This design comes from an exercise in tuning for small area and a short achievable clock period on the open sky130 flow, not from production work.
Where RTL was checked, it was by simulation tests only, not by an equivalence proof against the original.

==> flow/design.v (excerpt) <==
module pipelined_array_multiplier (
    input  logic        clk_i,
    input  logic        clk_en_i,
    input  logic        rst_n_i,
    input  logic [31:0] multiplicand_i,
    input  logic [31:0] multiplier_i,
    input  logic        data_valid_i,
    output logic [63:0] product_o,
    output logic        data_valid_o
);
    logic [2:0] v_q;
    always_ff @(posedge clk_i) begin
        if (!rst_n_i) v_q <= '0;
        else if (clk_en_i) v_q <= {v_q[1:0], data_valid_i};
    end
    assign data_valid_o = v_q[2];
    logic [33:0] bx;
    assign bx = {2'b00, multiplier_i};
    logic [15:0] neg, one, two;
    for (genvar i = 0; i < 16; i++) begin : g_enc
        logic b_lo;
        if (i == 0) begin : g_first
            assign b_lo = 1'b0;
        end else begin : g_next
            assign b_lo = bx[2*i-1];
        end
        assign neg[i] = bx[2*i+1];
        assign one[i] = bx[2*i] ^ b_lo;
  ...
For scale: ~130 I/O pins, roughly 0.036 mm^2 of cells after synthesis.
export LEC_CHECK = 0
export CAP_MARGIN = 20
export CORE_MARGIN = 2
export CORE_UTILIZATION = 40
export SLEW_MARGIN = 20
export SYNTH_HIERARCHICAL = 1
export SYNTH_MINIMUM_KEEP_SIZE = 0
create_clock -name core_clock -period 11.0 [get_ports {clk_i}]
standard.sh (not shown) runs the stock make flow with config.mk's settings and CLKGATE_MAP_FILE= SYNTH_SCRIPT=/design/flow/synth_recipe.tcl, a recipe that flattens the netlist after the stock synthesis.
==> flow/flow/run.sh <==
#!/bin/bash
# Layout flow: the standard ORFS flow (standard.sh) with the standard
# synthesis unchanged, plus
#  - after floorplan, combinational cells downsized to their smallest drive
#    strength (flow/downsize.tcl), so that area is only spent where timing
#    repair asks for it;
#  - optionally, timing repair also right after detailed placement
#    (flow/place_repair.tcl);
#  - optionally a chosen buffer cell for the port buffers.
# Settings are in flow/settings.sh. Each tool's output goes to a log here.
set -euo pipefail
cd "$(dirname "$0")/.."
W=$PWD
source flow/settings.sh
args=()
if [[ "$DOWNSIZE" != "none" ]]; then
  args+=("POST_FLOORPLAN_TCL=$W/flow/downsize.tcl" "DOWNSIZE_FAMILIES=$DOWNSIZE")
fi
args+=("SETUP_SLACK_MARGIN=$SETUP_MARGIN")
if [[ "${PLACE_REPAIR:-0}" == 1 ]]; then
  args+=("POST_DETAIL_PLACE_TCL=$W/flow/place_repair.tcl")
fi
if [[ -n "$PORT_BUFFER" ]]; then
  args+=("BUFFER_PORTS_ARGS=-buffer_cell $PORT_BUFFER")
fi
args+=($EXTRA)
bash standard.sh synth > flow_synth.log 2>&1
bash standard.sh "${args[@]}" finish > flow_layout.log 2>&1
==> flow/flow/place_repair.tcl <==
log_cmd estimate_parasitics -placement
repair_timing_helper -setup
detailed_placement
optimize_mirroring
log_cmd estimate_parasitics -placement
==> flow/flow/settings.sh <==
SETUP_MARGIN=7.55
DOWNSIZE="all"
PORT_BUFFER=sky130_fd_sc_hd__buf_2
PLACE_REPAIR=0
EXTRA="CTS_CLUSTER_SIZE=30 CTS_CLUSTER_DIAMETER=100 CORE_UTILIZATION=55 GPL_ROUTABILITY_DRIVEN=0"
Other scripts of this flow, unchanged in this note and not shown: flow/flow/downsize.tcl
The baseline completed with no timing, DRC or antenna violations.
Then changed:
==> flow/flow/settings.sh (replaced) <==
SETUP_MARGIN=7.65
DOWNSIZE="all"
PORT_BUFFER=sky130_fd_sc_hd__buf_2
PLACE_REPAIR=0
EXTRA="CTS_CLUSTER_SIZE=30 CTS_CLUSTER_DIAMETER=100 CORE_UTILIZATION=55"
Die area stays the same.
Synthesized area is unchanged.
Wire length rises by a few percent.
Via count rose slightly.
Worst setup slack improved by 0.0056 ns.
Maximum frequency stays flat.
Synthesized cell count is unchanged.
Then changed:
--- a/flow/flow/run.sh
+++ b/flow/flow/run.sh
@@ -5,6 +5,4 @@
 #    strength (flow/downsize.tcl), so that area is only spent where timing
 #    repair asks for it;
-#  - optionally, timing repair also right after detailed placement
-#    (flow/place_repair.tcl);
 #  - optionally a chosen buffer cell for the port buffers.
 # Settings are in flow/settings.sh. Each tool's output goes to a log here.
@@ -18,7 +16,4 @@
 fi
 args+=("SETUP_SLACK_MARGIN=$SETUP_MARGIN")
-if [[ "${PLACE_REPAIR:-0}" == 1 ]]; then
-  args+=("POST_DETAIL_PLACE_TCL=$W/flow/place_repair.tcl")
-fi
 if [[ -n "$PORT_BUFFER" ]]; then
   args+=("BUFFER_PORTS_ARGS=-buffer_cell $PORT_BUFFER")
==> flow/flow/settings.sh (replaced) <==
SETUP_MARGIN=7.45
DOWNSIZE="all"
PORT_BUFFER=sky130_fd_sc_hd__buf_2
EXTRA=""
removed: flow/flow/place_repair.tcl
The changed run finished with timing, DRC and antenna clean. Via count goes down by 3.8%. First-iteration DRC count goes down by 16%.
Then changed:
--- a/flow/flow/run.sh
+++ b/flow/flow/run.sh
@@ -5,4 +5,6 @@
 #    strength (flow/downsize.tcl), so that area is only spent where timing
 #    repair asks for it;
+#  - optionally, timing repair also right after detailed placement
+#    (flow/place_repair.tcl);
 #  - optionally a chosen buffer cell for the port buffers.
 # Settings are in flow/settings.sh. Each tool's output goes to a log here.
@@ -16,4 +18,7 @@
 fi
 args+=("SETUP_SLACK_MARGIN=$SETUP_MARGIN")
+if [[ "${PLACE_REPAIR:-0}" == 1 ]]; then
+  args+=("POST_DETAIL_PLACE_TCL=$W/flow/place_repair.tcl")
+fi
 if [[ -n "$PORT_BUFFER" ]]; then
   args+=("BUFFER_PORTS_ARGS=-buffer_cell $PORT_BUFFER")
==> flow/flow/place_repair.tcl (new file) <==
log_cmd estimate_parasitics -placement
repair_timing_helper -setup
detailed_placement
optimize_mirroring
log_cmd estimate_parasitics -placement
==> flow/flow/settings.sh (replaced) <==
SETUP_MARGIN=7.55
DOWNSIZE="all"
PORT_BUFFER=sky130_fd_sc_hd__buf_2
PLACE_REPAIR=0
EXTRA="CTS_CLUSTER_SIZE=20 CTS_CLUSTER_DIAMETER=60 CORE_UTILIZATION=55"
Result: The new run finished clean; routed wire length grows slightly; first-iteration DRC count grows by about a fifth; area after synthesis is unchanged; final area grows slightly; global-route usage grows by 11 points; sequential share of layout area shrinks by 0.25 points.
Then changed:
--- a/flow/flow/run.sh
+++ b/flow/flow/run.sh
@@ -5,6 +5,4 @@
 #    strength (flow/downsize.tcl), so that area is only spent where timing
 #    repair asks for it;
-#  - optionally, timing repair also right after detailed placement
-#    (flow/place_repair.tcl);
 #  - optionally a chosen buffer cell for the port buffers.
 # Settings are in flow/settings.sh. Each tool's output goes to a log here.
@@ -18,7 +16,4 @@
 fi
 args+=("SETUP_SLACK_MARGIN=$SETUP_MARGIN")
-if [[ "${PLACE_REPAIR:-0}" == 1 ]]; then
-  args+=("POST_DETAIL_PLACE_TCL=$W/flow/place_repair.tcl")
-fi
 if [[ -n "$PORT_BUFFER" ]]; then
   args+=("BUFFER_PORTS_ARGS=-buffer_cell $PORT_BUFFER")
==> flow/flow/settings.sh (replaced) <==
SETUP_MARGIN=7.35
DOWNSIZE="all"
PORT_BUFFER=sky130_fd_sc_hd__buf_2
EXTRA=""
removed: flow/flow/place_repair.tcl
What happened: Count of clock-buffer cells in the layout increases by 12; final area decreases by 1.6%; utilization decreases by 17 points.

========
== old ==
pipelined_array_multiplier, a different RTL version from the one above (not shown whole).
For scale: about 320 flip-flops, about 130 I/O pins, roughly 0.035 sq mm of cells after synthesis.
Settings: LEC_CHECK=0, CAP_MARGIN=20, CORE_MARGIN=2, CORE_UTILIZATION=40, SLEW_MARGIN=20, SYNTH_HIERARCHICAL=1, SYNTH_MINIMUM_KEEP_SIZE=0; clock period 11.0 ns.
==> flow/flow/run.sh <==
#!/bin/bash
# Layout flow: the standard ORFS flow (standard.sh) with the standard
# synthesis unchanged, plus
#  - after floorplan, combinational cells downsized to their smallest drive
#    strength (flow/downsize.tcl), so that area is only spent where timing
#    repair asks for it;
#  - optionally, timing repair also right after detailed placement
#    (flow/place_repair.tcl);
#  - optionally a chosen buffer cell for the port buffers.
# Settings are in flow/settings.sh. Each tool's output goes to a log here.
set -euo pipefail
cd "$(dirname "$0")/.."
W=$PWD
source flow/settings.sh
args=()
if [[ "$DOWNSIZE" != "none" ]]; then
  args+=("POST_FLOORPLAN_TCL=$W/flow/downsize.tcl" "DOWNSIZE_FAMILIES=$DOWNSIZE")
fi
args+=("SETUP_SLACK_MARGIN=$SETUP_MARGIN")
if [[ "${PLACE_REPAIR:-0}" == 1 ]]; then
  args+=("POST_DETAIL_PLACE_TCL=$W/flow/place_repair.tcl")
fi
if [[ -n "$PORT_BUFFER" ]]; then
  args+=("BUFFER_PORTS_ARGS=-buffer_cell $PORT_BUFFER")
fi
args+=($EXTRA)
bash standard.sh synth > flow_synth.log 2>&1
bash standard.sh "${args[@]}" finish > flow_layout.log 2>&1
==> flow/flow/settings.sh <==
SETUP_MARGIN=7.55
DOWNSIZE="all"
PORT_BUFFER=sky130_fd_sc_hd__buf_2
PLACE_REPAIR=0
EXTRA="CTS_CLUSTER_SIZE=30 CTS_CLUSTER_DIAMETER=100 CORE_UTILIZATION=55"
Other scripts of this flow, unchanged in this note and not shown: flow/flow/downsize.tcl, flow/flow/place_repair.tcl
old: flow completed, timing, DRC and antenna clean
The following lists how new was set up differently from old:
==> flow/flow/settings.sh <==
SETUP_MARGIN=7.55
DOWNSIZE="all"
PORT_BUFFER=sky130_fd_sc_hd__buf_2
PLACE_REPAIR=0
EXTRA="CTS_CLUSTER_SIZE=30 CTS_CLUSTER_DIAMETER=100 CORE_UTILIZATION=65"
### Flow results
old: done, clean on timing, DRC and antenna. Looking at the reports, new completed the entire flow and the layout it produced met the timing, DRC and antenna checks. The global-route usage of new exceeds that of old by 5.3 points. Changes observed in new relative to old: final critical path time including I/O delays and setup higher; post-route worst setup slack went down. The die area in new sits about 15% below the value recorded for old. Final area, new and old, lower one = new. Compared with old, in new sequential share of layout area increased 0.20 points; post-layout instance count excluding filler cells decreased 150; largest net degree at the start of global routing decreased 1.
No functional check of the RTL was part of any run of this note.

separate check: timing with driven ports:
The flow's constraints put no driver on any port. The routed layouts listed below were extracted and timed again, unchanged, in two steps. Step 1 sets driving cells, clkbuf_16 on the clock port and buf_2 on the other inputs (assumed; they add their load-dependent delay and slew). Step 2 times the ports against the registers' clock, not the clock port: input delays grow and output delays shrink by t, the midpoint of the rising clock arrivals with the driver on. Slacks: no drivers / after step 1 / after step 2; pairs: no drivers / after step 1.
| run | t (ns) | setup WS [ns] | hold WS [ns] | slew at the worst register clock pin (ns) |
|---|---|---|---|---|
| the first run of note 1 | 0.633 | 7.531 / 7.527 / 7.132 | 0.527 / 0.527 / 0.527 | 0.11 / 0.11 |
| the second run of note 1 | 0.646 | 7.537 / 7.478 / 7.159 | 0.526 / 0.526 / 0.526 | 0.11 / 0.11 |
| the third run of note 1 | 0.645 | 7.476 / 7.476 / 7.057 | 0.516 / 0.516 / 0.516 | 0.07 / 0.07 |
| the fourth run of note 1 | 0.627 | 7.511 / 7.511 / 7.093 | 0.531 / 0.531 / 0.531 | 0.08 / 0.08 |
| the fifth run of note 1 | 0.653 | 7.347 / 7.347 / 6.870 | 0.523 / 0.523 / 0.523 | 0.07 / 0.07 |
| old | 0.653 | 7.542 / 7.490 / 6.993 | 0.540 / 0.540 / 0.540 | 0.11 / 0.11 |
| new | 0.621 | 7.529 / 7.529 / 7.014 | 0.549 / 0.549 / 0.549 | 0.11 / 0.11 |
After both steps every run listed still meets setup and hold. For old, which loses most, drivers alone change the setup slack by -0.052 ns; drivers and shift together by -0.549 ns.
